This is an optimization exercise on Yosys and OpenROAD, whose aim is small area, not a production implementation. Only simulation tests tie the RTL to the original design; equivalence was not proved. Power figures rest on the tool's default switching activity, not on a simulated workload.

`flow/keeptop.py`:
```
import re, sys
# print only module sys.argv[2] from the Verilog file sys.argv[1]
src = open(sys.argv[1]).read()
m = re.search(r'^module\s+' + re.escape(sys.argv[2]) + r'\b.*?^endmodule\s*$', src, re.S | re.M)
sys.stdout.write(m.group(0) + "\n")
```
`config.mk`:
```
export PLATFORM = sky130hd
export DESIGN_NAME = busBridge3
export DESIGN_NICKNAME = busBridge3
export VERILOG_FILES = /design/flow/design.v
export SDC_FILE = /design/flow/constraint.sdc
export NUM_CORES = 4
export LEC_CHECK = 0
export CAP_MARGIN = 20
export CORE_MARGIN = 2
export CORE_UTILIZATION = 40
export SLEW_MARGIN = 20
```
`flow/resyn.abc`:
```
&get -n
&st
&dch -f
&nf -R 1000
&put
```
`flow/run.sh`:
```
#!/bin/bash
# Own layout flow:
#  1. the standard synthesis, unchanged (standard.sh synth).
#  2. The combinational logic of that netlist is re-mapped by ABC for area (resyn.sh);
#     every flip-flop instance is kept as it is, with its name and cell type.
#  3. the standard layout steps, except that the ports are buffered with
#     sky130_fd_sc_hd__buf_1 and CTS inserts no dummy loads.
# Each tool's output goes to a log file of its own in this folder.
set -euo pipefail
R=orfs/results/sky130hd/busBridge3/base
bash standard.sh synth > synth.log 2>&1
cp $R/1_2_yosys.v 1_2_yosys.standard.v
bash flow/resyn.sh 1_2_yosys.standard.v $R/1_2_yosys.v > resyn.log 2>&1
rm -f $R/1_synth.odb $R/1_synth.sdc
bash standard.sh synth > synth_odb.log 2>&1
bash standard.sh \
  "BUFFER_PORTS_ARGS=-buffer_cell sky130_fd_sc_hd__buf_1" \
  "CTS_ARGS=-sink_clustering_enable -repair_clock_nets -dont_use_dummy_load -buf_list {sky130_fd_sc_hd__clkbuf_4 sky130_fd_sc_hd__clkbuf_8}" \
  finish > layout.log 2>&1
```
`flow/abc.constr`:
```
set_driving_cell sky130_fd_sc_hd__buf_1
set_load 5
```
`flow/resyn.sh`:
```
#!/bin/bash
# resyn.sh IN.v OUT.v: re-map the combinational cells of a synthesized netlist with ABC
# (area-recovering script flow/resyn.abc); flip-flops and tie cells are kept as instances.
set -euo pipefail
LIB=$FLOW_HOME/platforms/sky130hd/lib/sky130_fd_sc_hd__tt_025C_1v80.lib
HERE=$(cd $(dirname $0) && pwd)
cat > resyn.ys <<EOY
read_liberty -ignore_miss_func $LIB
read_verilog $1
hierarchy -top $FLOW_TOP
setattr -mod -set keep_hierarchy 1 sky130_fd_sc_hd__dfxtp_1 sky130_fd_sc_hd__edfxtp_1 sky130_fd_sc_hd__dfrtp_1 sky130_fd_sc_hd__dfstp_1 sky130_fd_sc_hd__dfxbp_1 sky130_fd_sc_hd__conb_1
flatten
rename -hide w:*.*
opt_clean
abc -script $HERE/resyn.abc -liberty $LIB -dont_use sky130_fd_sc_hd__lpflow_bleeder_1 -dont_use sky130_fd_sc_hd__lpflow_clkbufkapwr_1 -dont_use sky130_fd_sc_hd__lpflow_clkbufkapwr_16 -dont_use sky130_fd_sc_hd__lpflow_clkbufkapwr_2 -dont_use sky130_fd_sc_hd__lpflow_clkbufkapwr_4 -dont_use sky130_fd_sc_hd__lpflow_clkbufkapwr_8 -dont_use sky130_fd_sc_hd__lpflow_clkinvkapwr_1 -dont_use sky130_fd_sc_hd__lpflow_clkinvkapwr_16 -dont_use sky130_fd_sc_hd__lpflow_clkinvkapwr_2 -dont_use sky130_fd_sc_hd__lpflow_clkinvkapwr_4 -dont_use sky130_fd_sc_hd__lpflow_clkinvkapwr_8 -dont_use sky130_fd_sc_hd__lpflow_decapkapwr_12 -dont_use sky130_fd_sc_hd__lpflow_decapkapwr_3 -dont_use sky130_fd_sc_hd__lpflow_decapkapwr_4 -dont_use sky130_fd_sc_hd__lpflow_decapkapwr_6 -dont_use sky130_fd_sc_hd__lpflow_decapkapwr_8 -dont_use sky130_fd_sc_hd__lpflow_inputiso0n_1 -dont_use sky130_fd_sc_hd__lpflow_inputiso0p_1 -dont_use sky130_fd_sc_hd__lpflow_inputiso1n_1 -dont_use sky130_fd_sc_hd__lpflow_inputiso1p_1 -dont_use sky130_fd_sc_hd__lpflow_inputisolatch_1 -dont_use sky130_fd_sc_hd__lpflow_isobufsrc_1 -dont_use sky130_fd_sc_hd__lpflow_isobufsrc_16 -dont_use sky130_fd_sc_hd__lpflow_isobufsrc_2 -dont_use sky130_fd_sc_hd__lpflow_isobufsrc_4 -dont_use sky130_fd_sc_hd__lpflow_isobufsrc_8 -dont_use sky130_fd_sc_hd__lpflow_isobufsrckapwr_16 -dont_use sky130_fd_sc_hd__lpflow_lsbuf_lh_hl_isowell_tap_1 -dont_use sky130_fd_sc_hd__lpflow_lsbuf_lh_hl_isowell_tap_2 -dont_use sky130_fd_sc_hd__lpflow_lsbuf_lh_hl_isowell_tap_4 -dont_use sky130_fd_sc_hd__lpflow_lsbuf_lh_isowell_4 -dont_use sky130_fd_sc_hd__lpflow_lsbuf_lh_isowell_tap_1 -dont_use sky130_fd_sc_hd__lpflow_lsbuf_lh_isowell_tap_2 -dont_use sky130_fd_sc_hd__lpflow_lsbuf_lh_isowell_tap_4 -dont_use sky130_fd_sc_hd__probe_p_8 -dont_use sky130_fd_sc_hd__probec_p_8  -constr $HERE/abc.constr -D $(awk "BEGIN{print $FLOW_PERIOD_NS*1000}")
splitnets
opt_clean -purge
hilomap -singleton -hicell sky130_fd_sc_hd__conb_1 HI -locell sky130_fd_sc_hd__conb_1 LO
insbuf -buf sky130_fd_sc_hd__buf_4 A X
stat -liberty $LIB
write_verilog -noattr -noexpr -nohex -nodec -selected $2.tmp
EOY
yosys -l resyn_yosys.log resyn.ys
# keep only the top module
python3 $HERE/keeptop.py $2.tmp $FLOW_TOP > $2
```
`design.v`:
```
`default_nettype none
module busBridge3
  (i_CLK,
   i_rst,
   i_dataRx,
   i_strobeRx,
   o_dataTx,
   i_strobeTx,
   i_strobeSync,
   o_busAddr,
   o_busData,
   i_busData,
   o_busWe,
   o_busRe,
   i_busAck  
   );
   input wire   i_CLK;
   input wire   i_rst;  
   input wire [7:0] i_dataRx;
   input wire 	    i_strobeRx;
   output wire [7:0] o_dataTx;
   input wire 	     i_strobeTx;
   input wire 	     i_strobeSync;
   output wire [31:0] o_busAddr;
   output wire [31:0] o_busData;
   input wire [31:0] i_busData;
   output reg 	     o_busWe;
   output reg 	     o_busRe;
   input wire 	     i_busAck;
   localparam [3:0] S_IDLE      = 4'd0;
   localparam [3:0] S_ADDRINC   = 4'd1;
   localparam [3:0] S_WORDWIDTH = 4'd2;
   localparam [3:0] S_NWORDS    = 4'd3;
   localparam [3:0] S_ADDRWRITE = 4'd4;
   localparam [3:0] S_WRITE     = 4'd5;
   localparam [3:0] S_ADDRREAD  = 4'd6;
   localparam [3:0] S_READ      = 4'd7;
   localparam [3:0] S_MARGIN    = 4'd8;
   reg [3:0] 	     state;
   reg [1:0] 	     byteIdx;       
   reg 		     pendingRead;
   reg [1:0] 	     marginPre;
   reg [15:0] 	     margin;
   reg [15:0] 	     marginMin;
   reg [31:0] 	     shiftIn;
   reg [31:0] 	     shiftOut;
   assign o_dataTx = shiftOut[7:0];
   reg [31:0] 	     addr;
   assign o_busAddr = addr;
   assign o_busData = shiftIn;
   reg [7:0] 	     config_addrInc;
   reg [1:0] 	     config_wordwidthMinusOne;
   reg [15:0] 	     config_nWordsMinusOne;
   reg [15:0] 	     countNWords;   
   wire 	     lastWord = countNWords == config_nWordsMinusOne;
   wire [31:0] 	     rxAddr = {i_dataRx, shiftIn[23:0]};
   reg [1:0] 	     lastIdx;
   always @(*) begin
      case (state)
	S_NWORDS: lastIdx = 2'd1;
	S_ADDRWRITE, S_ADDRREAD: lastIdx = 2'd3;
	S_WRITE, S_READ: lastIdx = config_wordwidthMinusOne;
	default: lastIdx = 2'd0;
      endcase
   end
   wire 	     lastByte = byteIdx == lastIdx;
   task doRead;
      begin
	 o_busRe <= 1'b1;
	 pendingRead <= 1'b1;
	 marginPre <= 2'd2;
	 margin <= 16'd0;
	 countNWords <= countNWords + 16'd1;
	 if (lastWord) begin
	    state <= S_IDLE;
	    countNWords <= 16'd0;
	 end else
	   state <= S_READ;
      end
   endtask
   always @(posedge i_CLK) begin
      o_busWe <= 1'b0;
      o_busRe <= 1'b0;
      if (marginPre != 2'd0)
	marginPre <= marginPre - 2'd1;
      else if (margin != 16'hFFFD)
	margin <= margin + 16'd1;
      if (o_busWe | o_busRe)
	addr <= addr + {24'd0, config_addrInc};
      if (i_strobeTx) begin
	 shiftOut <= {8'd0, shiftOut[31:8]};
	 if (pendingRead)
	   marginMin <= 16'd0;
	 else if (margin < marginMin)
	   marginMin <= margin;
      end
      if (i_busAck & pendingRead) begin
	 shiftOut <= i_busData;
	 pendingRead <= 1'b0;
	 marginPre <= 2'd2;
	 margin <= 16'd0;
      end
      if (i_strobeRx) begin
	 case (byteIdx)
	   2'd0: shiftIn <= {24'd0, i_dataRx};
	   2'd1: shiftIn[15:8] <= i_dataRx;
	   2'd2: shiftIn[23:16] <= i_dataRx;
	   2'd3: shiftIn[31:24] <= i_dataRx;
	 endcase
	 byteIdx <= byteIdx + 2'd1;
	 if (lastByte) begin
	    byteIdx <= 2'd0;
	    case (state)
	      S_IDLE: begin
		 case (i_dataRx)
		   8'd1, 8'd2, 8'd3, 8'd4, 8'd6: state <= i_dataRx[3:0];
		   8'd5: state <= S_WRITE;
		   8'd7: doRead;
		   8'd8: begin
		      state <= S_MARGIN;
		      if (pendingRead) begin
			 shiftOut <= 32'd0;
			 pendingRead <= 1'b0;
		      end else
			shiftOut <= {16'd0, marginMin};
		      marginMin <= 16'hFFFD;
		   end
		   default: ;
		 endcase
	      end
	      S_ADDRWRITE: begin
		 addr <= rxAddr;
		 state <= S_WRITE;
	      end
	      S_ADDRREAD: begin
		 addr <= rxAddr;
		 doRead;
	      end
	      S_ADDRINC: begin
		 config_addrInc <= i_dataRx;
		 state <= S_IDLE;
	      end
	      S_WORDWIDTH: begin
		 config_wordwidthMinusOne <= i_dataRx[1:0];
		 state <= S_IDLE;
	      end
	      S_NWORDS: begin
		 config_nWordsMinusOne <= {i_dataRx, shiftIn[7:0]};
		 state <= S_IDLE;
	      end
	      S_WRITE: begin
		 o_busWe <= 1'b1;
		 countNWords <= countNWords + 16'd1;
		 if (lastWord) begin
		    state <= S_IDLE;
		    countNWords <= 16'd0;
		 end
	      end
	      S_READ: doRead;
	      default: state <= S_IDLE;
	    endcase
	 end
      end
      if (i_strobeSync) begin
	 state <= S_IDLE;
	 byteIdx <= 2'd0;
	 pendingRead <= 1'b0;
	 countNWords <= 16'd0;
      end
      if (i_rst) begin
	 o_busWe <= 1'b0;
	 o_busRe <= 1'b0;
	 pendingRead <= 1'b0;
	 marginPre <= 2'd0;
	 margin <= 16'hFFFD;
	 marginMin <= 16'hFFFD;
	 shiftOut <= 32'd0;
	 byteIdx <= 2'd0;
	 state <= S_IDLE;
	 addr <= 32'd0;
	 config_addrInc <= 8'd1;
	 config_wordwidthMinusOne <= 2'd3;
	 config_nWordsMinusOne <= 16'd0;
	 countNWords <= 16'd0;
      end
   end
endmodule
```
`constraint.sdc`:
```
create_clock -name core_clock -period 5.0 [get_ports {i_CLK}]
set_input_delay 1.0000 -clock core_clock [delete_from_list [all_inputs] [get_ports {i_CLK}]]
set_output_delay 1.0000 -clock core_clock [all_outputs]
set_load 0.01 [all_outputs]
```
`standard.sh`:
```
#!/bin/bash
# synth_recipe.tcl (not shown) runs the flow's synth.tcl, then flattens the netlist and writes it again
# the make line also repeats each setting of config.mk as NAME=value (left out here)
make -C /OpenROAD-flow-scripts/flow DESIGN_CONFIG=/design/flow/config.mk WORK_HOME=/design/flow/orfs CLKGATE_MAP_FILE= SYNTH_SCRIPT=/design/flow/synth_recipe.tcl "${@:-finish}"
```
==> key figures, run 1 <==
Timing
  – Slew HR: 0.4237
  – Fin crit period: 3.870 ns
  – Final hold violations: 0
  – Fmax achieved: 258.4 MHz
  – RSZ-0062 raised after global routing: false
  – Setup TNS: 0 ns
  – Slew at the pin closest to its max-slew limit: 0.8644 ns
  – Final period util: 0.7741
  – Fin. max-slew vios: 0
  – # setup viols final: 0
  – Clock Skews: 0.04224 ns

Worst setup path
  – CP startpoint kind: flip-flop
  – WS Path Type: flip-flop to flip-flop
  – Critical Path RT: 5.40 ns
  – Critical Path End Type: flip-flop
  – CP max FO: 9
  – Worst endpoint data arrival time: 4.27 ns

Yosys
  – Syn Inst Count: 861
  – Ys Warns: 1
  – Cell area after synthesis: 7885 µm²
  – Avg Cell Area, Syn: 9.158 µm²
  – Post-Syn Nets: 907

Global routing
  – Tot GR Track Use: 0.2010
  – Grt total ovfl: 0
  – First-pass GRT wire length: 32730 µm
  – Largest net degree at the start of global routing: 47
  – Vias in the first global route: 6263
  – Antenna violations before repair: 0

Route
  – Via count: 6791
  – Met3 wire length: 1085 µm
  – Vias per cell: 5.351
  – Pre-antenna DRT Iters: 5
  – DRC viols: 0
  – Drt wl/cell: 16.41 µm
  – Met2 routed WL: 9724 µm
  – Iteration-0 DRC Markers: 376
  – ANT nets after route: 0
  – Metal-1 WL: 9807 µm
  – Routed wire length: 20820 µm
  – Max Used Layer: met4

Power
  – Pwr dens: 365.9 nW/µm²
  – Clock share of power: 0.230
  – Internal power: 2.240 mW
  – Seq pwr share: 0.535
  – Max rail drop VDD: 0.2584 mV
  – Switching portion of total power: 0.3175
  – Part of the power in combinational logic: 0.235
  – Power Total: 3.281 mW
  – Reported leakage power: 3.176 nW
  – NetSw: 1.042 mW

Clocking
  – CTS buffer count: 17
  – Worst-skew pair later-pin latency: 0.47 ns
  – Hold_buf cts: 0
  – Clk slew on worst S/H paths: 0.08 ns
  – H-Tree Depth: 4
  – CTS tree: built
  – Clk buf depth: 2
  – Post-CTS sizing: 0
  – Setup Fix Bufs, Post-CTS: 0
  – Clock sink count: 181
  – Root Driver: clkbuf_8

Status
  – Outcome: finished clean

Final layout
  – Nets: 1052
  – P&R area growth vs syn: 13.73%
  – Fin util: 0.4623
  – Seq. cell area: 3944 µm²
  – Post-route cell area: 8967 µm²
  – Ant. Diodes: 0
  – Layout cells sized above 1: 0.03785
  – Fillers: 1976
  – Footprint of the multi-input gates: 3787 µm²

Floorplan
  – Row cnt: 51
  – Die W: 144.4 µm
  – Die area: 20850 µm²
  – Starting Density: 0.4065
  – Die height: 144.4 µm
  – Core box area: 19400 µm²
  – # IOs: 120

Run
  – Max Cap Viol: 0

Placed design
  – Post-detail-place hpwl: 14610 µm
  – DP Area: 8731 µm²
  – Final GP Congestion: 0.8706
  – Buffers on Ports: 119

Min path
  – HP Class: flip-flop to flip-flop
==> power groups by stage <==
stage	clock network, mW	logic [mW]	registers, mW
3_3_place_gp	0	0.763	1.79
4_1_cts	0.773	0.773	1.76
2_1_floorplan	0	0.566	1.75
5_1_grt	0.836	0.867	1.78
6_report	0.754	0.770	1.76
3_5_place_dp	0	0.769	1.79
==> critical path, stage by stage (launching register included) <==
cell      delay (ns)
dfxtp_1         0.36
nand2_1         0.09
o21ai_0         0.25
nand3_1         0.15
a21oi_1         0.20
a21oi_1         0.09
nor2_1          0.11
a21oi_1         0.08
nor3_1          0.33
and2_0          0.21
nor2_1          0.06
nor2_1          0.15
and2_0          0.22
and3_1          0.28
and2_0          0.42
and3_1          0.36
a21oi_1         0.10
a311oi_1        0.26
a21o_1          0.12
==> flip-flops by register name (all words and copies together) (netlist names) <==
name                      flops
config_addrInc                8
o_busWe                       1
pendingRead                   1
config_nWordsMinusOne        16
shiftOut                     32
addr                         32
shiftIn                      32
byteIdx                       2
config_wordwidthMinusOne      2
o_busRe                       1
margin                       16
countNWords                  16
marginMin                    16
state                         4
marginPre                     2
==> cell usage in the layout, fill, tap and decap left out, types with 3 or more instances in the layout <==
cell and n:
and2_0 26, nor4_1 5, a31oi_1 9, o21ai_0 69, or2_0 5, a22oi_1 9, a21o_1 9, clkinv_1 29
nor2b_1 9, o31ai_1 14, o211ai_1 4, buf_1 117, buf_4 15, maj3_1 5, mux2i_1 20, a221o_1 15
nand3_1 20, nor3_1 20, nand2b_1 7, nor3b_1 3, edfxtp_1 32, nand3b_1 6, a311oi_1 7, nand4_1 10
nor2_1 70, a211oi_1 16, xor2_1 7, and3_1 36, dfxtp_1 149, o221ai_1 7, nand2_1 96, clkbuf_8 17
a21oi_1 79, xnor2_1 37
==> cell type report <==
class                      count  area share
sequential                   181      0.4398
multi-input combinational    643      0.4224
timing repair buffer         134     0.06265
tap                          265     0.03698
clock buffer                  17     0.02609
inverter                      29     0.01214
==> path summary, 6_finish.rpt <==
| check | from | end | slack (ns) | depth (start not counted) |
|---|---|---|---|---|
| setup reg to reg | addr[0] | addr[25] | 1.13 | 18 |
| hold / removal | marginPre[0] | marginPre[0] | 0.45 | 1 |
| hold reg to reg | marginPre[0] | marginPre[0] | 0.45 | 1 |
| setup / recovery | addr[0] | addr[25] | 1.13 | 18 |
==> stage by stage <==
step                      hold WS (ns)  setup WS [ns]  cells
after global placement          0.4381          1.073   1252
after CTS                       0.4605          1.188   1269
after global routing            0.4921         0.6815   1269
after floorplan                 0.4224         0.6115    861
after detailed placement        0.4500         0.9851   1252
final                           0.4536          1.130   1269
==> layer usage <==
layer  track usage  up-vias
met1        0.2655     3179
met3       0.04305       14
met2        0.3362      175
met4       0.05008        0
met5             0        -
li1              -     3423
==> run 2, diff against run 1 <==
--- a/flow/run.sh
+++ b/flow/run.sh
@@ -16,4 +16,4 @@
 bash standard.sh \
   "BUFFER_PORTS_ARGS=-buffer_cell sky130_fd_sc_hd__buf_1" \
-  "CTS_ARGS=-sink_clustering_enable -repair_clock_nets -dont_use_dummy_load -buf_list {sky130_fd_sc_hd__clkbuf_4 sky130_fd_sc_hd__clkbuf_8}" \
+  "CTS_ARGS=-sink_clustering_enable -repair_clock_nets -dont_use_dummy_load -buf_list {sky130_fd_sc_hd__clkbuf_8} -sink_clustering_size 24 -sink_clustering_max_diameter 80" \
   finish > layout.log 2>&1
==> run 2 against run 1 <==
  * Combinational power about the same
  * Count of clock-buffer cells in the layout is the same
  * Final area unchanged
  * Clock skew is the same
  * Fmax is the same
  * Critical path depth stayed put
  * Routed wire length stayed put
  * Total power unchanged
  * Clock power barely moved
  * Synthesized cell count did not move
  * Global-route usage stayed put
  * Die area unchanged
  * Critical path type unchanged
  * Highest routed layer unchanged
==> key figures, run 2 <==
Clocking
  – H-Tree Depth: 4 (unchanged)
  – Clock sink count: 181 (unchanged)
  – Setup Fix Bufs, Post-CTS: 0 (unchanged)
  – Root Driver: clkbuf_8
  – CTS buffer count: 17 (unchanged)
  – Post-CTS sizing: 0 (unchanged)
  – Worst-skew pair later-pin latency: 0.47 ns (about the same)
  – Clk slew on worst S/H paths: 0.08 ns (about the same)
  – CTS tree: built
  – Clk buf depth: 2 (unchanged)
  – Hold_buf cts: 0 (unchanged)

Worst setup path
  – CP startpoint kind: flip-flop
  – CP max FO: 9 (unchanged)
  – Critical Path End Type: flip-flop
  – R2R setup slack: 1.13 ns (about the same)
  – WS Path Type: flip-flop to flip-flop
  – Worst endpoint data arrival time: 4.27 ns (about the same)
  – Critical Path RT: 5.40 ns (about the same)

Final layout
  – Nets: 1052 (unchanged)
  – P&R area growth vs syn: 13.73% (unchanged)
  – Layout cells sized above 1: 0.03785 (unchanged)
  – Fin util: 0.4623 (unchanged)
  – Ant. Diodes: 0 (unchanged)
  – Most common cell after layout, fill and taps aside: dfxtp_1
  – Commonest non-fill, non-tap cells in the layout: 149 x dfxtp_1, 117 x buf_1, 96 x nand2_1

Global routing
  – Grt total ovfl: 0 (unchanged)
  – Antenna violations before repair: 0 (unchanged)
  – Largest net degree at the start of global routing: 47 (unchanged)
  – First-pass GRT wire length: 32730 µm (unchanged)
  – Vias in the first global route: 6263 (unchanged)
  – Tot GR Track Use: 0.2010 (unchanged)

Power
  – Max rail drop VDD: 0.2584 mV (unchanged)
  – Reported leakage power: 3.176 nW (unchanged)
  – Pwr dens: 365.9 nW/µm² (unchanged)

Route
  – Iteration-0 DRC Markers: 376 (unchanged)
  – Via count: 6791 (unchanged)
  – Drt wl/cell: 16.41 µm (unchanged)
  – DRC viols: 0 (unchanged)
  – Routed wire length: 20820 µm (unchanged)
  – Vias per cell: 5.351 (unchanged)
  – ANT nets after route: 0 (unchanged)
  – Pre-antenna DRT Iters: 5 (unchanged)

Run
  – Max Cap Viol: 0 (unchanged)

Timing
  – Fin crit period: 3.870 ns (unchanged)
  – Fmax achieved: 258.4 MHz (unchanged)
  – RSZ-0062 raised after global routing: false
  – Final setup margin: 1.130 ns (unchanged)
  – Slew at the pin closest to its max-slew limit: 0.8644 ns (unchanged)
  – Clock Skews: 0.04224 ns (unchanged)
  – Final period util: 0.7741 (unchanged)
  – # setup viols final: 0 (unchanged)
  – Final hold violations: 0 (unchanged)
  – Fin. max-slew vios: 0 (unchanged)
  – Setup TNS: 0 ns (unchanged)
  – Slew HR: 0.4237 (unchanged)

Placed design
  – Worst slack, placed: 0.9851 ns (unchanged)
  – Post-detail-place hpwl: 14610 µm (unchanged)
  – Final GP Congestion: 0.8706 (unchanged)
  – Buffers on Ports: 119 (unchanged)

Floorplan
  – Die W: 144.4 µm (unchanged)
  – Starting Density: 0.4065 (unchanged)
  – Die height: 144.4 µm (unchanged)
  – Die area: 20850 µm² (unchanged)
  – Core box area: 19400 µm² (unchanged)
  – # IOs: 120 (unchanged)
  – Row cnt: 51 (unchanged)

Yosys
  – Post-Syn Nets: 907 (unchanged)
  – Avg Cell Area, Syn: 9.158 µm² (unchanged)
  – Cell area after synthesis: 7885 µm² (unchanged)
  – Syn Inst Count: 861 (unchanged)
  – Ys Warns: 1 (unchanged)

Min path
  – HP Class: flip-flop to flip-flop

Status
  – Outcome: finished clean
==> run 2: report_power, final <==
part           leakage, nW  internal (mW)  switching (mW)
Clock                0.122          0.301           0.453
Sequential            1.53           1.60           0.156
Combinational         1.52          0.338           0.433
Total                 3.18           2.24            1.04
==> run 2: metrics by stage <==
| stage | cell area, µm² | total power [mW] | hold slack [ns] | cells |
|---|---|---|---|---|
| floorplan | 7885 | 2.313 | 0.4224 | 861 |
| global placement | 8731 | 2.555 | 0.4381 | 1252 |
| detailed placement | 8731 | 2.558 | 0.4500 | 1252 |
| CTS | 8965 | 3.303 | 0.4605 | 1269 |
| global route | 8967 | 3.483 | 0.4921 | 1269 |
| finish | 8967 | 3.281 | 0.4536 | 1269 |
==> run 2: path summary, 6_finish.rpt <==
path | start | to | cells after the start
worst max-delay path | addr[0] | addr[25] | 18
worst min-delay path | marginPre[0] | marginPre[0] | 1
worst max register to register | addr[0] | addr[25] | 18
worst min register to register | marginPre[0] | marginPre[0] | 1
==> run 2: metal layers <==
layer | part of all wire | vias up | global-route usage
met3 | 0.052 | 14 | 0.04305
met4 | 0.0096 | 0 | 0.05008
li1 | - | 3423 | -
met1 | 0.47 | 3179 | 0.2655
met5 | 0 | - | 0
met2 | 0.47 | 175 | 0.3362
==> run 2: final cells by class <==
class | instances | area [µm²]
timing repair buffer | 134 | 561.8
inverter | 29 | 108.9
multi-input combinational | 643 | 3787
sequential | 181 | 3944
fill | 1976 | 10430
tap | 265 | 331.6
clock buffer | 17 | 234.0
==> run 2: critical path, cell delays in order (launching register included) <==
cell	delay, ns
dfxtp_1	0.36
nand2_1	0.09
o21ai_0	0.25
nand3_1	0.15
a21oi_1	0.20
a21oi_1	0.09
nor2_1	0.11
a21oi_1	0.08
nor3_1	0.33
and2_0	0.21
nor2_1	0.06
nor2_1	0.15
and2_0	0.22
and3_1	0.28
and2_0	0.42
and3_1	0.36
a21oi_1	0.10
a311oi_1	0.26
a21o_1	0.12
==> run 3, diff against run 2 <==
--- a/flow/run.sh
+++ b/flow/run.sh
@@ -16,4 +16,4 @@
 bash standard.sh \
   "BUFFER_PORTS_ARGS=-buffer_cell sky130_fd_sc_hd__buf_1" \
-  "CTS_ARGS=-sink_clustering_enable -repair_clock_nets -dont_use_dummy_load -buf_list {sky130_fd_sc_hd__clkbuf_8} -sink_clustering_size 24 -sink_clustering_max_diameter 80" \
+  "CTS_ARGS=-sink_clustering_enable -repair_clock_nets -dont_use_dummy_load -buf_list {sky130_fd_sc_hd__clkbuf_16} -sink_clustering_size 32 -sink_clustering_max_diameter 100" \
   finish > layout.log 2>&1
==> run 3 against run 2 <==
  * Still clean
  * Sequential share of layout area is 0.92 points lower
  * Final area is 2.1% higher
  * Register-to-register slack hardly changed
  * Synthesized cell count stayed put
  * Largest cell class unchanged
  * Largest power group unchanged
==> key figures, run 3 <==
Worst setup path
  – Critical Path End Type: flip-flop
  – WS Path Type: flip-flop to flip-flop
  – CP max stage delay: 0.42 ns (about the same)
  – Worst endpoint data arrival time: 4.23 ns (-0.04 ns)
  – CP max FO: 9 (unchanged)
  – FF-to-FF path depth: 18 (unchanged)
  – Critical Path RT: 5.37 ns (-0.03 ns)
  – Crit path cell chain: nand2_1 > o21ai_0 > nand3_1 > a21oi_1 > a21oi_1 > nor2_1 > a21oi_1 > nor3_1 > and2_0 > nor2_1 > nor2_1 > and2_0 > and3_1 > and2_0 > and3_1 > a21oi_1 > a311oi_1 > a21o_1
  – CP most frequent cell: a21oi_1
  – CP startpoint kind: flip-flop
  – Slowest-stage cell, CP: and2_0

Power
  – Switching portion of total power: 0.2993 (-0.01820)
  – Pwr dens: 394.4 nW/µm² (+7.8%)
  – Seq pwr share: 0.487 (-0.048)
  – Max rail drop VDD: 0.2546 mV (-1.5%)
  – NetSw: 1.081 mW (+3.8%)
  – Internal power: 2.531 mW (+13%)
  – Reported leakage power: 3.263 nW (+2.7%)
  – Part of the power in combinational logic: 0.214 (-0.021)
  – Clock share of power: 0.299 (+0.069)

Timing
  – # setup viols final: 0 (unchanged)
  – Fin. max-slew vios: 0 (unchanged)
  – Fmax achieved: 259.1 MHz (+0.27%)
  – Fin crit period: 3.860 ns (-0.01030 ns)
  – Setup TNS: 0 ns (unchanged)
  – Clock Skews: 0.02798 ns (-0.01427 ns)
  – Final hold violations: 0 (unchanged)
  – Final period util: 0.7720 (-0.002060)
  – RSZ-0062 raised after global routing: false
  – Slew HR: 0.4290 (+0.005259)
  – Slew at the pin closest to its max-slew limit: 0.8565 ns (-0.007888 ns)
  – Hold_ws: 0.4519 ns (-0.001710 ns)

Floorplan
  – Row cnt: 51 (unchanged)
  – # IOs: 120 (unchanged)
  – Core box area: 19400 µm² (unchanged)
  – Die W: 144.4 µm (unchanged)
  – Die area: 20850 µm² (unchanged)
  – Starting Density: 0.4065 (unchanged)
  – Die height: 144.4 µm (unchanged)

Min path
  – HP Class: flip-flop to flip-flop
  – Worst Hold Depth: 1 (unchanged)

Global routing
  – Largest net degree at the start of global routing: 47 (unchanged)
  – Antenna violations before repair: 0 (unchanged)
  – Grt total ovfl: 0 (unchanged)
  – Vias in the first global route: 6243 (-0.32%)
  – Tot GR Track Use: 0.2015 (+0.0005072)
  – First-pass GRT wire length: 32800 µm (+0.21%)

Yosys
  – Post-Syn Nets: 907 (unchanged)
  – Avg Cell Area, Syn: 9.158 µm² (unchanged)
  – Syn Inst Count: 861 (unchanged)
  – Cell area after synthesis: 7885 µm² (unchanged)
  – Ys Warns: 1 (unchanged)

Route
  – Met2 routed WL: 9774 µm (+0.51%)
  – Pre-antenna DRT Iters: 5 (unchanged)
  – Max Used Layer: met4
  – Vias per cell: 5.331 (-0.38%)
  – Metal-1 WL: 9829 µm (+0.22%)
  – ANT nets after route: 0 (unchanged)
  – Iteration-0 DRC Markers: 363 (-3.5%)
  – Met3 wire length: 1005 µm (-7.4%)
  – Via count: 6765 (-0.38%)
  – DRC viols: 0 (unchanged)
  – Drt wl/cell: 16.43 µm (+0.18%)
  – Routed wire length: 20860 µm (+0.18%)

Clocking
  – Clk buf depth: 2 (unchanged)
  – CTS tree: built
  – Post-CTS sizing: 0 (unchanged)
  – H-Tree Depth: 4 (unchanged)
  – Setup Fix Bufs, Post-CTS: 0 (unchanged)
  – CTS buffer count: 17 (unchanged)
  – Worst-skew pair later-pin latency: 0.43 ns (-0.04 ns)
  – Hold_buf cts: 0 (unchanged)
  – Clock sink count: 181 (unchanged)
  – Root Driver: clkbuf_16
  – Clk slew on worst S/H paths: 0.06 ns (-0.02 ns)

Placed design
  – Buffers on Ports: 119 (unchanged)
  – Post-detail-place hpwl: 14610 µm (unchanged)
  – Final GP Congestion: 0.8706 (unchanged)

Final layout
  – Commonest non-fill, non-tap cells in the layout: 149 x dfxtp_1, 117 x buf_1, 96 x nand2_1
  – P&R area growth vs syn: 16.15%
  – Fillers: 1958 (-0.91%)
  – Layout cells sized above 1: 0.03785 (unchanged)
  – Nets: 1052 (unchanged)
  – Ant. Diodes: 0 (unchanged)
  – Most common cell after layout, fill and taps aside: dfxtp_1
  – Fin util: 0.4721 (+0.009868)

Run
  – Max Cap Viol: 0 (unchanged)

Status
  – Outcome: finished clean
==> run 3: layout make-up <==
type,instances,area [µm²],share of cell area
Clock buffer,17,425.4,0.04645
Timing Repair Buffer,134,561.8,0.06134
Tap cell,265,331.6,0.03620
Sequential cell,181,3944,0.4306
Multi-Input combinational cell,643,3787,0.4135
Inverter,29,108.9,0.01189
==> run 3: path summary, 6_finish.rpt <==
kind / startpoint / slack (ns) / end
max: addr[0] / 1.14 / addr[25]
max reg2reg: addr[0] / 1.14 / addr[25]
min reg2reg: marginPre[0] / 0.45 / marginPre[0]
min: marginPre[0] / 0.45 / marginPre[0]
==> run 3: metrics by stage <==
step,setup WS [ns],cell area (µm²),power [mW],std cells
global placement,1.073,8731,2.555,1252
CTS,1.188,9156,3.636,1269
detailed placement,0.9851,8731,2.558,1252
floorplan,0.6115,7885,2.313,861
finish,1.140,9159,3.612,1269
global route,0.6821,9159,3.816,1269
==> run 3: power groups by stage <==
| stage | clock network, mW | logic (mW) | registers, mW |
|---|---|---|---|
| after CTS | 1.10 | 0.773 | 1.76 |
| after global placement | 0 | 0.763 | 1.79 |
| after global routing | 1.17 | 0.867 | 1.78 |
| after detailed placement | 0 | 0.769 | 1.79 |
| after floorplan | 0 | 0.566 | 1.75 |
| final | 1.08 | 0.773 | 1.76 |
==> run 3: metal layers <==
layer / track usage / vias up
met1: 0.2662 / 3164
met3: 0.03940 / 22
met2: 0.3365 / 153
met4: 0.05723 / 0
li1: - / 3426
met5: 0 / -
==> run 3: critical path: cells and delay by family (launching register included) <==
family          cells  cell delay, ns
flops               1            0.36
simple gates       11            2.38
compound gates      7            1.09
==> run 4, diff against run 3 <==
--- a/design.v
+++ b/design.v
@@ -19,5 +19,5 @@
    input wire [7:0] i_dataRx;
    input wire 	    i_strobeRx;
-   output wire [7:0] o_dataTx;
+   output reg [7:0]  o_dataTx;
    input wire 	     i_strobeTx;
    input wire 	     i_strobeSync;
@@ -44,6 +44,5 @@
    reg [15:0] 	     marginMin;
    reg [31:0] 	     shiftIn;
-   reg [31:0] 	     shiftOut;
-   assign o_dataTx = shiftOut[7:0];
+   reg [31:8] 	     shiftOut;
    reg [31:0] 	     addr;
    assign o_busAddr = addr;
@@ -54,4 +53,9 @@
    reg [15:0] 	     countNWords;   
    wire 	     lastWord = countNWords == config_nWordsMinusOne;
+   reg [1:0] 	     addrStep;      
+   reg 		     addrCarry;
+   wire 	     addrStep0 = addrStep == 2'd0;
+   wire 	     addrStepping = o_busWe | o_busRe | ~addrStep0;
+   wire [8:0] 	     addrSum = {1'b0, addr[7:0]} + {1'b0, config_addrInc & {8{addrStep0}}} + {8'd0, addrCarry & ~addrStep0};
    wire [31:0] 	     rxAddr = {i_dataRx, shiftIn[23:0]};
    reg [1:0] 	     lastIdx;
@@ -86,8 +90,11 @@
       else if (margin != 16'hFFFD)
 	margin <= margin + 16'd1;
-      if (o_busWe | o_busRe)
-	addr <= addr + {24'd0, config_addrInc};
+      if (addrStepping) begin
+	 addr <= {addrSum[7:0], addr[31:8]};
+	 addrCarry <= addrSum[8];
+	 addrStep <= addrStep + 2'd1;
+      end
       if (i_strobeTx) begin
-	 shiftOut <= {8'd0, shiftOut[31:8]};
+	 {shiftOut, o_dataTx} <= {8'd0, shiftOut};
 	 if (pendingRead)
 	   marginMin <= 16'd0;
@@ -96,5 +103,5 @@
       end
       if (i_busAck & pendingRead) begin
-	 shiftOut <= i_busData;
+	 {shiftOut, o_dataTx} <= i_busData;
 	 pendingRead <= 1'b0;
 	 marginPre <= 2'd2;
@@ -120,8 +127,8 @@
 		      state <= S_MARGIN;
 		      if (pendingRead) begin
-			 shiftOut <= 32'd0;
+			 {shiftOut, o_dataTx} <= 32'd0;
 			 pendingRead <= 1'b0;
 		      end else
-			shiftOut <= {16'd0, marginMin};
+			{shiftOut, o_dataTx} <= {16'd0, marginMin};
 		      marginMin <= 16'hFFFD;
 		   end
@@ -175,8 +182,9 @@
 	 margin <= 16'hFFFD;
 	 marginMin <= 16'hFFFD;
-	 shiftOut <= 32'd0;
+	 {shiftOut, o_dataTx} <= 32'd0;
 	 byteIdx <= 2'd0;
 	 state <= S_IDLE;
 	 addr <= 32'd0;
+	 addrStep <= 2'd0;
 	 config_addrInc <= 8'd1;
 	 config_wordwidthMinusOne <= 2'd3;
--- a/flow/run.sh
+++ b/flow/run.sh
@@ -16,4 +16,4 @@
 bash standard.sh \
   "BUFFER_PORTS_ARGS=-buffer_cell sky130_fd_sc_hd__buf_1" \
-  "CTS_ARGS=-sink_clustering_enable -repair_clock_nets -dont_use_dummy_load -buf_list {sky130_fd_sc_hd__clkbuf_16} -sink_clustering_size 32 -sink_clustering_max_diameter 100" \
+  "CTS_ARGS=-sink_clustering_enable -repair_clock_nets -dont_use_dummy_load -buf_list {sky130_fd_sc_hd__clkbuf_4 sky130_fd_sc_hd__clkbuf_8}" \
   finish > layout.log 2>&1
==> run 4 against run 3 <==
  * Global-route usage fell by 0.60 points
  * Count of clock-buffer cells in the layout is the same
  * Fmax grew 4.6%
  * Total power shrank 13%
  * Cell count is 1.9% higher
  * Routed wire length fell by 0.37%
  * First-iteration DRC count up 23%
  * Critical path type is now input pin to flip-flop
  * Critical endpoint is now countNWords[15]
  * Largest power group unchanged
==> key figures, run 4 <==
Status
  – Outcome: finished clean

Final layout
  – Nets: 1076 (+2.3%)
  – Non-Filler Instances: 1293 (+1.9%)
  – Fillers: 1978 (+1.0%)
  – P&R area growth vs syn: 14.50%
  – Ant. Diodes: 0 (unchanged)
  – Layout cells sized above 1: 0.03502 (-0.002829)
  – Commonest non-fill, non-tap cells in the layout: 151 x dfxtp_1, 121 x nor2_1, 118 x buf_1
  – Most common cell after layout, fill and taps aside: dfxtp_1

Min path
  – HP Class: flip-flop to flip-flop
  – Hold_sp: config_addrInc[0]
  – Worst Hold Depth: 2 (+1)
  – Worst Hold Endpoint: config_addrInc[0]

Worst setup path
  – Critical path depth in cells: 12 (-6)
  – Reg-to-reg startpoint: state[1]
  – Crit path cell chain: buf_1 > or4_1 > nor4b_1 > nand2_1 > a211oi_1 > buf_4 > and4_1 > and3_1 > and3_1 > nand3_1 > xor2_1 > nor2_1
  – Critical Path RT: 5.34 ns (-0.03 ns)
  – R2R Path End: addr[19]
  – FF-to-FF path depth: 7 (-11)
  – CP most frequent cell: and3_1
  – R2R setup slack: 1.91 ns (+0.77 ns)
  – WS Path Type: input pin to flip-flop
  – Worst endpoint data arrival time: 4.03 ns (-0.20 ns)
  – Slowest-stage cell, CP: or4_1
  – CP max stage delay: 0.66 ns (+0.24 ns)
  – CP startpoint kind: input pin
  – Kind of cell adding the most delay to the critical path: simple AND/OR/NAND/NOR gates
  – Crit path buf inv count: 2 (+2)
  – CP max FO: 8 (-1)
  – Critical Path End Type: flip-flop

Timing
  – Slew HR: 0.2740 (-0.1550)
  – Final setup margin: 1.308 ns (+0.1684 ns)
  – Fmax achieved: 270.9 MHz (+4.6%)
  – Final hold violations: 0 (unchanged)
  – # setup viols final: 0 (unchanged)
  – RSZ-0062 raised after global routing: false
  – Clock Skews: 0.03398 ns (+0.006000 ns)
  – Setup TNS: 0 ns (unchanged)
  – Fin crit period: 3.692 ns (-0.1684 ns)
  – Hold_ws: 0.4658 ns (+0.01388 ns)
  – Final period util: 0.7383 (-0.03369)
  – Slew at the pin closest to its max-slew limit: 1.085 ns (+0.2285 ns)
  – Fin. max-slew vios: 0 (unchanged)

Yosys
  – Syn Inst Count: 876 (+1.7%)
  – Post-Syn Nets: 922 (+1.7%)
  – Avg Cell Area, Syn: 9.065 µm² (-1.0%)
  – Ys Warns: 1 (unchanged)
  – Cell area after synthesis: 7941 µm² (+0.71%)

Placed design
  – Buffers on Ports: 119 (unchanged)
  – Final GP Congestion: 0.8191 (-5.9%)
  – Post-detail-place hpwl: 14300 µm (-2.1%)
  – Placed Cells incl. Taps: 1276 (+1.9%)
  – Worst slack, placed: 0.8821 ns (-0.1030 ns)

Route
  – Routed wire length: 20780 µm (-0.37%)
  – Drt wl/cell: 16.07 µm (-2.2%)
  – Via count: 6952 (+2.8%)
  – DRC viols: 0 (unchanged)
  – Iteration-0 DRC Markers: 447 (+23%)
  – ANT nets after route: 0 (unchanged)
  – Pre-antenna DRT Iters: 5 (unchanged)
  – Vias per cell: 5.377 (+0.86%)

Floorplan
  – Die height: 144.9 µm (+0.35%)
  – Die W: 144.9 µm (+0.35%)
  – Core box area: 19460 µm² (+0.33%)
  – Row cnt: 51 (unchanged)
  – Die area: 21000 µm² (+0.69%)
  – # IOs: 120 (unchanged)
  – Starting Density: 0.4080 (+0.001560)

Global routing
  – Grt total ovfl: 0 (unchanged)
  – Gr busiest metal: met2
  – Vias in the first global route: 6278 (+0.56%)
  – Met1 Track Usage GR: 0.2775 (+0.01138)
  – Antenna violations before repair: 1 (+1)
  – M3 GR Usage: 0.03585 (-0.003555)
  – Tot GR Track Use: 0.1956 (-0.005952)
  – M2 GR Usage: 0.3038 (-0.03268)
  – Largest net degree at the start of global routing: 82 (+74%)
  – First-pass GRT wire length: 33240 µm (+1.4%)

Clocking
  – CTS buffer count: 17 (unchanged)
  – Clk slew on worst S/H paths: 0.08 ns (+0.02 ns)
  – Hold_buf cts: 0 (unchanged)
  – Root Driver: clkbuf_8
  – Clock sink count: 184 (+1.7%)
  – Setup Fix Bufs, Post-CTS: 0 (unchanged)
  – H-Tree Depth: 4 (unchanged)
  – Post-CTS sizing: 0 (unchanged)
  – CTS tree: built
  – Clk buf depth: 2 (unchanged)
  – Worst-skew pair later-pin latency: 0.47 ns (+0.04 ns)

Power
  – Internal power: 2.185 mW (-14%)
  – Max rail drop VDD: 0.1626 mV (-36%)
  – Switching portion of total power: 0.3037 (+0.004465)
  – Reported leakage power: 3.240 nW (-0.72%)
  – Pwr dens: 345.2 nW/µm² (-12%)
  – Part of the power in combinational logic: 0.208 (-0.006)
  – Clock share of power: 0.242 (-0.057)
  – Power Total: 3.139 mW (-13%)
  – NetSw: 0.9533 mW (-12%)
  – Seq pwr share: 0.550 (+0.063)

Run
  – Max Cap Viol: 0 (unchanged)
run 4: per-stage QoR:
step / utilization / cell area (µm²)
global placement: 0.4552 / 8859
finish: 0.4672 / 9092
global route: 0.4672 / 9092
detailed placement: 0.4552 / 8859
floorplan: - / 7948
CTS: 0.4672 / 9092
run 4: area by class of cell:
class | instances | area (µm²) | share of cell area
multi-input combinational | 663 | 3836 | 0.4219
timing repair buffer | 135 | 568.0 | 0.06247
inverter | 29 | 108.9 | 0.01197
sequential | 184 | 4014 | 0.4414
clock buffer | 17 | 234.0 | 0.02573
tap | 265 | 331.6 | 0.03647
run 4: routing by layer:
metal / vias to the layer above / part of all wire
met1: 3239 / 0.48
met5: - / 0.00058
met4: 2 / 0.014
met3: 25 / 0.050
met2: 174 / 0.45
li1: 3512 / -
run 4: worst register-to-register path, cell delays in order (launching register included):
cell and delay, ns:
dfxtp_1 0.54, nand2b_1 0.17, a211oi_1 0.35, xor2_1 0.19, nor2_1 0.58, nand2_2 0.46, buf_4 0.42, a311oi_1 0.30
run 4: power groups by stage:
stage | Sequential, mW | Clock (mW) | Combinational [mW]
6_report | 1.73 | 0.760 | 0.652
5_1_grt | 1.74 | 0.838 | 0.732
4_1_cts | 1.72 | 0.786 | 0.653
3_5_place_dp | 1.76 | 0 | 0.651
3_3_place_gp | 1.76 | 0 | 0.646
2_1_floorplan | 1.74 | 0 | 0.459
run 4: how the worst max path moves through the flow:
stage,from,end
after floorplan,i_dataRx[4],countNWords[15]
after global placement,i_dataRx[5],countNWords[15]
after detailed placement,i_dataRx[6],countNWords[15]
after CTS,i_dataRx[4],countNWords[15]
after global routing,i_dataRx[4],countNWords[15]
final,i_dataRx[4],countNWords[15]
==> run 5, diff against run 4 <==
--- a/design.v
+++ b/design.v
@@ -19,5 +19,5 @@
    input wire [7:0] i_dataRx;
    input wire 	    i_strobeRx;
-   output reg [7:0]  o_dataTx;
+   output wire [7:0] o_dataTx;
    input wire 	     i_strobeTx;
    input wire 	     i_strobeSync;
@@ -44,5 +44,6 @@
    reg [15:0] 	     marginMin;
    reg [31:0] 	     shiftIn;
-   reg [31:8] 	     shiftOut;
+   reg [31:0] 	     shiftOut;
+   assign o_dataTx = shiftOut[7:0];
    reg [31:0] 	     addr;
    assign o_busAddr = addr;
@@ -53,9 +54,4 @@
    reg [15:0] 	     countNWords;   
    wire 	     lastWord = countNWords == config_nWordsMinusOne;
-   reg [1:0] 	     addrStep;      
-   reg 		     addrCarry;
-   wire 	     addrStep0 = addrStep == 2'd0;
-   wire 	     addrStepping = o_busWe | o_busRe | ~addrStep0;
-   wire [8:0] 	     addrSum = {1'b0, addr[7:0]} + {1'b0, config_addrInc & {8{addrStep0}}} + {8'd0, addrCarry & ~addrStep0};
    wire [31:0] 	     rxAddr = {i_dataRx, shiftIn[23:0]};
    reg [1:0] 	     lastIdx;
@@ -90,11 +86,8 @@
       else if (margin != 16'hFFFD)
 	margin <= margin + 16'd1;
-      if (addrStepping) begin
-	 addr <= {addrSum[7:0], addr[31:8]};
-	 addrCarry <= addrSum[8];
-	 addrStep <= addrStep + 2'd1;
-      end
+      if (o_busWe | o_busRe)
+	addr <= addr + {24'd0, config_addrInc};
       if (i_strobeTx) begin
-	 {shiftOut, o_dataTx} <= {8'd0, shiftOut};
+	 shiftOut <= {8'd0, shiftOut[31:8]};
 	 if (pendingRead)
 	   marginMin <= 16'd0;
@@ -103,5 +96,5 @@
       end
       if (i_busAck & pendingRead) begin
-	 {shiftOut, o_dataTx} <= i_busData;
+	 shiftOut <= i_busData;
 	 pendingRead <= 1'b0;
 	 marginPre <= 2'd2;
@@ -127,8 +120,8 @@
 		      state <= S_MARGIN;
 		      if (pendingRead) begin
-			 {shiftOut, o_dataTx} <= 32'd0;
+			 shiftOut <= 32'd0;
 			 pendingRead <= 1'b0;
 		      end else
-			{shiftOut, o_dataTx} <= {16'd0, marginMin};
+			shiftOut <= {16'd0, marginMin};
 		      marginMin <= 16'hFFFD;
 		   end
@@ -182,9 +175,8 @@
 	 margin <= 16'hFFFD;
 	 marginMin <= 16'hFFFD;
-	 {shiftOut, o_dataTx} <= 32'd0;
+	 shiftOut <= 32'd0;
 	 byteIdx <= 2'd0;
 	 state <= S_IDLE;
 	 addr <= 32'd0;
-	 addrStep <= 2'd0;
 	 config_addrInc <= 8'd1;
 	 config_wordwidthMinusOne <= 2'd3;
==> run.sh (new file) <==
#!/bin/bash
# synth_recipe.tcl (not shown) runs the flow's synth.tcl, then flattens the netlist and writes it again
# the make line also repeats each setting of config.mk as NAME=value (left out here)
make -C /OpenROAD-flow-scripts/flow DESIGN_CONFIG=/design/flow/config.mk WORK_HOME=/design/flow/orfs CLKGATE_MAP_FILE= SYNTH_SCRIPT=/design/flow/synth_recipe.tcl finish
removed: flow/run.sh
removed: flow/abc.constr
removed: flow/keeptop.py
removed: flow/resyn.abc
removed: flow/resyn.sh
removed: standard.sh
==> run 5 against run 4 <==
  * Sequential share of layout area fell by 8.3 points
  * Via count grew 9.7%
  * Register-to-register slack got worse by 0.02 ns
  * Worst setup slack better by 0.29 ns
  * Still clean
  * Highest routed layer is now met4
  * Largest cell class is now multi-input gates
==> key figures, run 5 <==
Status
  – Outcome: finished clean

Route
  – DRC viols: 0 (unchanged)
  – Via count: 7623 (+9.7%)
  – Drt wl/cell: 17.92 µm (+12%)
  – ANT nets after route: 0 (unchanged)
  – Routed wire length: 24680 µm (+19%)
  – Vias per cell: 5.536 (+3.0%)
  – Pre-antenna DRT Iters: 5 (unchanged)
  – Iteration-0 DRC Markers: 591 (+32%)

Yosys
  – Avg Cell Area, Syn: 9.085 µm² (+0.21%)
  – Synth top area cells: dfxtp_1 33%, edfxtp_1 10%, xnor2_1 5.9%, ha_1 4.1%, nand2_1 4.0%
  – XOR/XNOR share of the synthesized area: 0.07173
  – Synth Flop Type: dfxtp_1
  – Asr flop ratio synth: 0
  – Post-Syn Nets: 1085 (+18%)
  – Cell taking the most area after synthesis: dfxtp_1
  – Area share of the largest cell type after synthesis: 0.3257
  – Mux cell area share after synthesis: 0.03607
  – Sequential share of the synthesized area: 0.4307
  – Most frequent cell after synthesis: dfxtp_1
  – Post-Synth Adder-Cell Area: 0.04318
  – Netlist cell types: 59
  – Ys Warns: 1 (unchanged)
  – Post-synthesis simple-gate area fraction: 0.1998
  – Synthesis-stage register bit count: 181
  – Largest family of logic cells by synthesized area: simple AND/OR/NAND/NOR gates
  – Number of synthesized flops with an enable pin: 32
  – Syn Inst Count: 1008 (+15%)
  – Compound-Gate Fraction of Synth Area: 0.1657
  – Synth top cells by count: 149 x dfxtp_1, 98 x nand2_1, 97 x nor2_1, 70 x a21oi_1, 62 x xnor2_1
  – Cell area after synthesis: 9158 µm² (+15%)

Power
  – Max rail drop VDD: 0.2656 mV (+63%)
  – Power Total: 3.951 mW (+26%)
  – Pwr dens: 358.9 nW/µm² (+4.0%)
  – Reported leakage power: 3.908 nW (+21%)

Floorplan
  – Die W: 155.3 µm (+7.2%)
  – Die height: 155.3 µm (+7.2%)
  – Starting Density: 0.4057 (-0.002326)
  – Row cnt: 55 (+7.8%)
  – Die area: 24120 µm² (+15%)
  – Core box area: 22570 µm² (+16%)
  – # IOs: 120 (unchanged)

Worst setup path
  – Critical Path End Type: flip-flop
  – Critical Path RT: 5.27 ns (-0.07 ns)
  – R2R setup slack: 1.89 ns (-0.02 ns)
  – Worst endpoint data arrival time: 3.68 ns (-0.35 ns)
  – WS Path Type: input pin to flip-flop
  – CP max FO: 16 (+8)
  – CP startpoint kind: input pin

Placed design
  – Buffers on Ports: 119 (unchanged)
  – DP Area: 10420 µm² (+18%)
  – Post-detail-place hpwl: 16910 µm (+18%)
  – Worst slack, placed: 1.161 ns (+0.2785 ns)
  – Final GP Congestion: 0.8518 (+4.0%)

Clocking
  – Setup Fix Bufs, Post-CTS: 0 (unchanged)
  – CTS buffer count: 17 (unchanged)
  – Hold_buf cts: 0 (unchanged)
  – Root Driver: clkbuf_16
  – Post-CTS sizing: 0 (unchanged)
  – H-Tree Depth: 4 (unchanged)
  – Clk buf depth: 2 (unchanged)
  – Worst-skew pair later-pin latency: 0.44 ns (-0.03 ns)
  – Clk slew on worst S/H paths: 0.07 ns (about the same)
  – CTS tree: built
  – Clock sink count: 181 (-1.6%)

Final layout
  – Layout cells sized above 1: 0.05128 (+0.01626)
  – Post-route cell area: 11010 µm² (+21%)
  – Commonest non-fill, non-tap cells in the layout: 149 x dfxtp_1, 117 x clkdlybuf4s50_1, 98 x nand2_1
  – Nets: 1156 (+7.4%)
  – P&R area growth vs syn: 20.19%
  – Fillers: 2132 (+7.8%)
  – Ant. Diodes: 0 (unchanged)
  – Most common cell after layout, fill and taps aside: dfxtp_1

Timing
  – # setup viols final: 0 (unchanged)
  – Fin. max-slew vios: 0 (unchanged)
  – Fmax achieved: 293.6 MHz (+8.4%)
  – RSZ-0062 raised after global routing: false
  – Clock Skews: 0.01837 ns (-0.01561 ns)
  – Final period util: 0.6813 (-0.05704)
  – Setup TNS: 0 ns (unchanged)
  – Final setup margin: 1.594 ns (+0.2852 ns)
  – Slew at the pin closest to its max-slew limit: 1.053 ns (-0.03245 ns)
  – Slew HR: 0.2918 (+0.01783)
  – Fin crit period: 3.406 ns (-0.2852 ns)
  – Final hold violations: 0 (unchanged)

Global routing
  – First-pass GRT wire length: 39010 µm (+17%)
  – Tot GR Track Use: 0.2026 (+0.007014)
  – Vias in the first global route: 6998 (+11%)
  – Grt total ovfl: 0 (unchanged)
  – Antenna violations before repair: 0 (-1)
  – Largest net degree at the start of global routing: 71 (-13%)

Min path
  – HP Class: flip-flop to flip-flop

Run
  – Max Cap Viol: 0 (unchanged)
[run 5: kinds of logic (layout without fill, tap and decap cells)]
family          count (synthesis)  in the layout
flops                         181            181
buf+inv                       107            191
simple gates                  362            362
mux                            33             33
compound gates                219            219
xor+xnor                       75             75
fa+ha+maj                      31             31
[run 5: through the flow]
step	util	cells	hold slack, ns
global route	0.4876	1377	0.4726
global placement	0.4615	1345	0.4342
detailed placement	0.4615	1345	0.4419
CTS	0.4875	1377	0.4521
floorplan	-	1008	0.4241
finish	0.4876	1377	0.4520
[run 5: worst max-delay path: stages]
cell and delay [ns]:
clkdlybuf4s50_1 0.63, nor4_1 0.54, and4b_1 0.37, a22oi_1 0.11
o21ai_1 0.79, o21ai_0 0.23
[run 5: report_power, final]
| part | switching, mW | internal, mW |
|---|---|---|
| logic | 0.502 | 0.383 |
| registers | 0.126 | 1.59 |
| clock network | 0.584 | 0.762 |
| total | 1.21 | 2.74 |
[run 5: metal layers]
| layer | routed length (µm) | vias to the layer above | global-route usage | part of all wire |
|---|---|---|---|---|
| met5 | 0 | - | 0 | 0 |
| met3 | 1023 | 27 | 0.03120 | 0.041 |
| met2 | 11050 | 148 | 0.3043 | 0.45 |
| met1 | 12270 | 3679 | 0.3026 | 0.50 |
| met4 | 343 | 0 | 0.05374 | 0.014 |
| li1 | - | 3769 | - | - |
[run 5: worst paths after layout]
kind | from | to | cells past startpoint
hold / removal | marginPre[0] | marginPre[0] | 1
setup reg to reg | state[2] | countNWords[9] | 7
hold reg to reg | marginPre[0] | marginPre[0] | 1
setup / recovery | i_dataRx[5] | margin[6] | 6
[run 5: area by class of cell]
| class | instances | area [µm²] | area share |
|---|---|---|---|
| Multi-Input combinational cell | 720 | 4745 | 0.4311 |
| Sequential cell | 181 | 3944 | 0.3583 |
| Timing Repair Buffer | 131 | 1271 | 0.1155 |
| Clock buffer | 20 | 456.7 | 0.04149 |
| Tap cell | 285 | 356.6 | 0.03240 |
| Clock inverter | 12 | 128.9 | 0.01171 |
| Inverter | 28 | 105.1 | 0.009549 |
==> run 6, diff against run 5 <==
==> flow/run.sh (new file) <==
#!/bin/bash
# Standard synthesis unchanged; the layout steps as standard, except that the ports
# are buffered with sky130_fd_sc_hd__buf_1 and CTS inserts no dummy loads.
set -euo pipefail
bash standard.sh synth > synth.log 2>&1
bash standard.sh \
  "BUFFER_PORTS_ARGS=-buffer_cell sky130_fd_sc_hd__buf_1" \
  "CTS_ARGS=-sink_clustering_enable -repair_clock_nets -dont_use_dummy_load" \
  finish > layout.log 2>&1
==> standard.sh (new file) <==
#!/bin/bash
# synth_recipe.tcl (not shown) runs the flow's synth.tcl, then flattens the netlist and writes it again
# the make line also repeats each setting of config.mk as NAME=value (left out here)
make -C /OpenROAD-flow-scripts/flow DESIGN_CONFIG=/design/flow/config.mk WORK_HOME=/design/flow/orfs CLKGATE_MAP_FILE= SYNTH_SCRIPT=/design/flow/synth_recipe.tcl "${@:-finish}"
removed: run.sh
==> run 6 against run 5 <==
  * Still clean on timing, DRC and antenna
  * Sequential share of layout area up 3.2 points
  * Combinational power shrank 3.7%
  * Routed wire length decreased by 3.6%
  * Worst setup slack better by 0.20 ns
  * Largest cell class unchanged
  * Highest routed layer unchanged
==> key figures, run 6 <==
Yosys
  – Cell taking the most area after synthesis: dfxtp_1
  – Compound-Gate Fraction of Synth Area: 0.1657 (unchanged)
  – Netlist cell types: 59 (unchanged)
  – Post-Synth Adder-Cell Area: 0.04318 (unchanged)
  – Area share of the largest cell type after synthesis: 0.3257 (unchanged)
  – Post-synthesis simple-gate area fraction: 0.1998 (unchanged)
  – Sequential share of the synthesized area: 0.4307 (unchanged)
  – Post-Syn Nets: 1085 (unchanged)
  – Most frequent cell after synthesis: dfxtp_1
  – Number of synthesized flops with an enable pin: 32 (unchanged)
  – XOR/XNOR share of the synthesized area: 0.07173 (unchanged)
  – Synth top cells by count: 149 x dfxtp_1, 98 x nand2_1, 97 x nor2_1, 70 x a21oi_1, 62 x xnor2_1
  – Avg Cell Area, Syn: 9.085 µm² (unchanged)
  – Cell area after synthesis: 9158 µm² (unchanged)
  – Mux cell area share after synthesis: 0.03607 (unchanged)
  – Synth top area cells: dfxtp_1 33%, edfxtp_1 10%, xnor2_1 5.9%, ha_1 4.1%, nand2_1 4.0%
  – Ys Warns: 1 (unchanged)
  – Largest family of logic cells by synthesized area: simple AND/OR/NAND/NOR gates
  – Synth Flop Type: dfxtp_1
  – Synthesis-stage register bit count: 181 (unchanged)
  – Asr flop ratio synth: 0 (unchanged)
  – Syn Inst Count: 1008 (unchanged)

Placed design
  – Final GP Congestion: 0.8112 (-4.8%)
  – Worst slack, placed: 1.524 ns (+0.3632 ns)
  – Buffers on Ports: 119 (unchanged)
  – Post-detail-place hpwl: 16290 µm (-3.7%)

Min path
  – Worst Hold Depth: 1 (unchanged)
  – Hold_sp: marginPre[0]
  – HP Class: flip-flop to flip-flop
  – Worst Hold Endpoint: marginPre[0]

Final layout
  – Nets: 1155 (-0.087%)
  – Ant. Diodes: 0 (unchanged)
  – Commonest non-fill, non-tap cells in the layout: 149 x dfxtp_1, 117 x buf_1, 98 x nand2_1
  – Most common cell after layout, fill and taps aside: dfxtp_1
  – P&R area growth vs syn: 10.37%
  – Layout cells sized above 1: 0.03996 (-0.01132)

Global routing
  – First-pass GRT wire length: 37910 µm (-2.8%)
  – Tot GR Track Use: 0.1969 (-0.005626)
  – Grt total ovfl: 0 (unchanged)
  – Antenna violations before repair: 0 (unchanged)
  – Vias in the first global route: 7041 (+0.61%)
  – Largest net degree at the start of global routing: 66 (-7.0%)

Timing
  – Slew at the pin closest to its max-slew limit: 1.066 ns (+0.01351 ns)
  – Final period util: 0.6405 (-0.04078)
  – RSZ-0062 raised after global routing: false
  – Fin. max-slew vios: 0 (unchanged)
  – Final hold violations: 0 (unchanged)
  – Final setup margin: 1.798 ns (+0.2039 ns)
  – Setup TNS: 0 ns (unchanged)
  – # setup viols final: 0 (unchanged)
  – Fmax achieved: 312.3 MHz (+6.4%)
  – Fin crit period: 3.202 ns (-0.2039 ns)
  – Clock Skews: 0.01861 ns (+0.0002440 ns)
  – Slew HR: 0.2845 (-0.007306)

Clocking
  – Post-CTS sizing: 0 (unchanged)
  – Setup Fix Bufs, Post-CTS: 0 (unchanged)
  – Clock sink count: 181 (unchanged)
  – Clk buf depth: 2 (unchanged)
  – Clk slew on worst S/H paths: 0.07 ns (about the same)
  – CTS tree: built
  – Root Driver: clkbuf_16
  – Hold_buf cts: 0 (unchanged)
  – Worst-skew pair later-pin latency: 0.43 ns (about the same)
  – H-Tree Depth: 4 (unchanged)
  – CTS buffer count: 17 (unchanged)

Worst setup path
  – R2R Path End: countNWords[1]
  – CP max FO: 31 (+15)
  – Reg-to-reg startpoint: state[2]
  – CP startpoint kind: flip-flop
  – Critical Path End Type: flip-flop
  – Crit path from: state[2]
  – WS Path Type: flip-flop to flip-flop
  – Worst endpoint data arrival time: 3.55 ns (-0.13 ns)
  – R2R setup slack: 1.80 ns (-0.09 ns)
  – Critical Path RT: 5.35 ns (+0.08 ns)
  – FF-to-FF path depth: 7 (unchanged)

Floorplan
  – Core box area: 22570 µm² (unchanged)
  – Die area: 24120 µm² (unchanged)
  – Row cnt: 55 (unchanged)
  – Starting Density: 0.4057 (unchanged)
  – Die height: 155.3 µm (unchanged)
  – Die W: 155.3 µm (unchanged)
  – # IOs: 120 (unchanged)

Power
  – Pwr dens: 362.2 nW/µm² (+0.91%)
  – Reported leakage power: 3.546 nW (-9.3%)
  – Max rail drop VDD: 0.1944 mV (-27%)

Route
  – Vias per cell: 5.568 (+0.58%)
  – Pre-antenna DRT Iters: 5 (unchanged)
  – Iteration-0 DRC Markers: 544 (-8.0%)
  – Via count: 7578 (-0.59%)
  – Routed wire length: 23790 µm (-3.6%)
  – Drt wl/cell: 17.48 µm (-2.5%)
  – DRC viols: 0 (unchanged)
  – ANT nets after route: 0 (unchanged)

Status
  – Outcome: finished clean

Run
  – Max Cap Viol: 0 (unchanged)
[run 6: cell counts after synthesis]
Identical to the previous run, type by type.
[run 6: report_power, final]
group | internal (mW) | switching, mW | leakage (nW)
registers | 1.60 | 0.124 | 1.53
clock network | 0.592 | 0.498 | 0.209
logic | 0.345 | 0.507 | 1.81
total | 2.53 | 1.13 | 3.55
[run 6: metal layers]
layer | share of wire | global-route usage | up-vias
met5 | 0 | 0 | -
met4 | 0.017 | 0.06291 | 0
met3 | 0.036 | 0.03733 | 27
met2 | 0.45 | 0.2895 | 138
met1 | 0.50 | 0.2908 | 3660
li1 | - | - | 3753
[run 6: how the worst max path moves through the flow]
| stage | end | slack [ns] | depth (start not counted) |
|---|---|---|---|
| floorplan | countNWords[7] | 2.39 | 7 |
| CTS | countNWords[1] | 1.82 | 7 |
| detailed placement | margin[10] | 1.52 | 6 |
| global placement | margin[4] | 1.62 | 6 |
| global route | countNWords[1] | 1.58 | 7 |
| finish | countNWords[1] | 1.80 | 7 |
[run 6: stage by stage]
stage,instance area [µm²],total power [mW],hold slack [ns],utilization,cells
floorplan,9158,2.380,0.4241,-,1008
global placement,9678,2.582,0.4342,0.4288,1344
detailed placement,9678,2.591,0.4525,0.4288,1344
CTS,10100,3.682,0.4623,0.4476,1361
global route,10110,3.877,0.4793,0.4478,1361
finish,10110,3.661,0.4626,0.4478,1361
[run 6: logic make-up after synthesis]
group | Yosys count
multiplexers | 33
AO/OA/AOI/OAI | 219
AND/OR/NAND/NOR | 362
buffers and inverters | 107
flip-flops | 181
XOR/XNOR | 75
adder cells (fa/ha/maj) | 31
[run 6: layout make-up]
type / count / area (µm²)
fill: 2234 / 12460
multi-input combinational: 720 / 4745
sequential: 181 / 3944
timing repair buffer: 130 / 531.8
clock buffer: 17 / 425.4
tap: 285 / 356.6
inverter: 28 / 105.1
[run 6: worst max-delay path, cell delays in order (launching register included)]
cell and delay [ns]:
dfxtp_1 0.64, nor2b_4 0.37, a21oi_1 0.14, o2111ai_4 0.70, buf_4 0.44, nor2_1 0.14
a211o_1 0.49, a21oi_1 0.20

## static timing again, ports no longer ideal
Ports are ideal in the flow. The routed layouts listed here were re-timed in OpenROAD.
Step 1 sets driving cells, clkbuf_16 on the clock port and buf_2 on the other inputs (assumed; they add their load-dependent delay and slew).
Step 2 also shifts input and output timing later by t, the mid clock arrival at the registers, as if the neighbouring blocks saw the same clock.
Three values: ideal, step 1, step 2; two values: the first two.
run | t, ns | setup slack, ns | hold WS [ns] | worst slew at a driven data input, ns
run 1 | 0.488 | 1.130 / 1.130 / 0.911 | 0.454 / 0.454 / 0.454 | 0.06
run 2 | 0.488 | 1.130 / 1.130 / 0.911 | 0.454 / 0.454 / 0.454 | 0.06
run 3 | 0.459 | 1.140 / 1.140 / 0.868 | 0.452 / 0.452 / 0.452 | 0.06
run 4 | 0.495 | 1.308 / 1.321 / 0.825 | 0.466 / 0.466 / 0.466 | 0.07
run 5 | 0.473 | 1.594 / 1.618 / 1.145 | 0.452 / 0.452 / 0.452 | 0.06
run 6 | 0.469 | 1.798 / 1.798 / 1.550 | 0.463 / 0.463 / 0.463 | 0.04
After both steps every run listed still meets setup and hold. For run 4, which loses most, drivers alone change the setup slack by +0.013 ns; drivers and shift together by -0.483 ns.
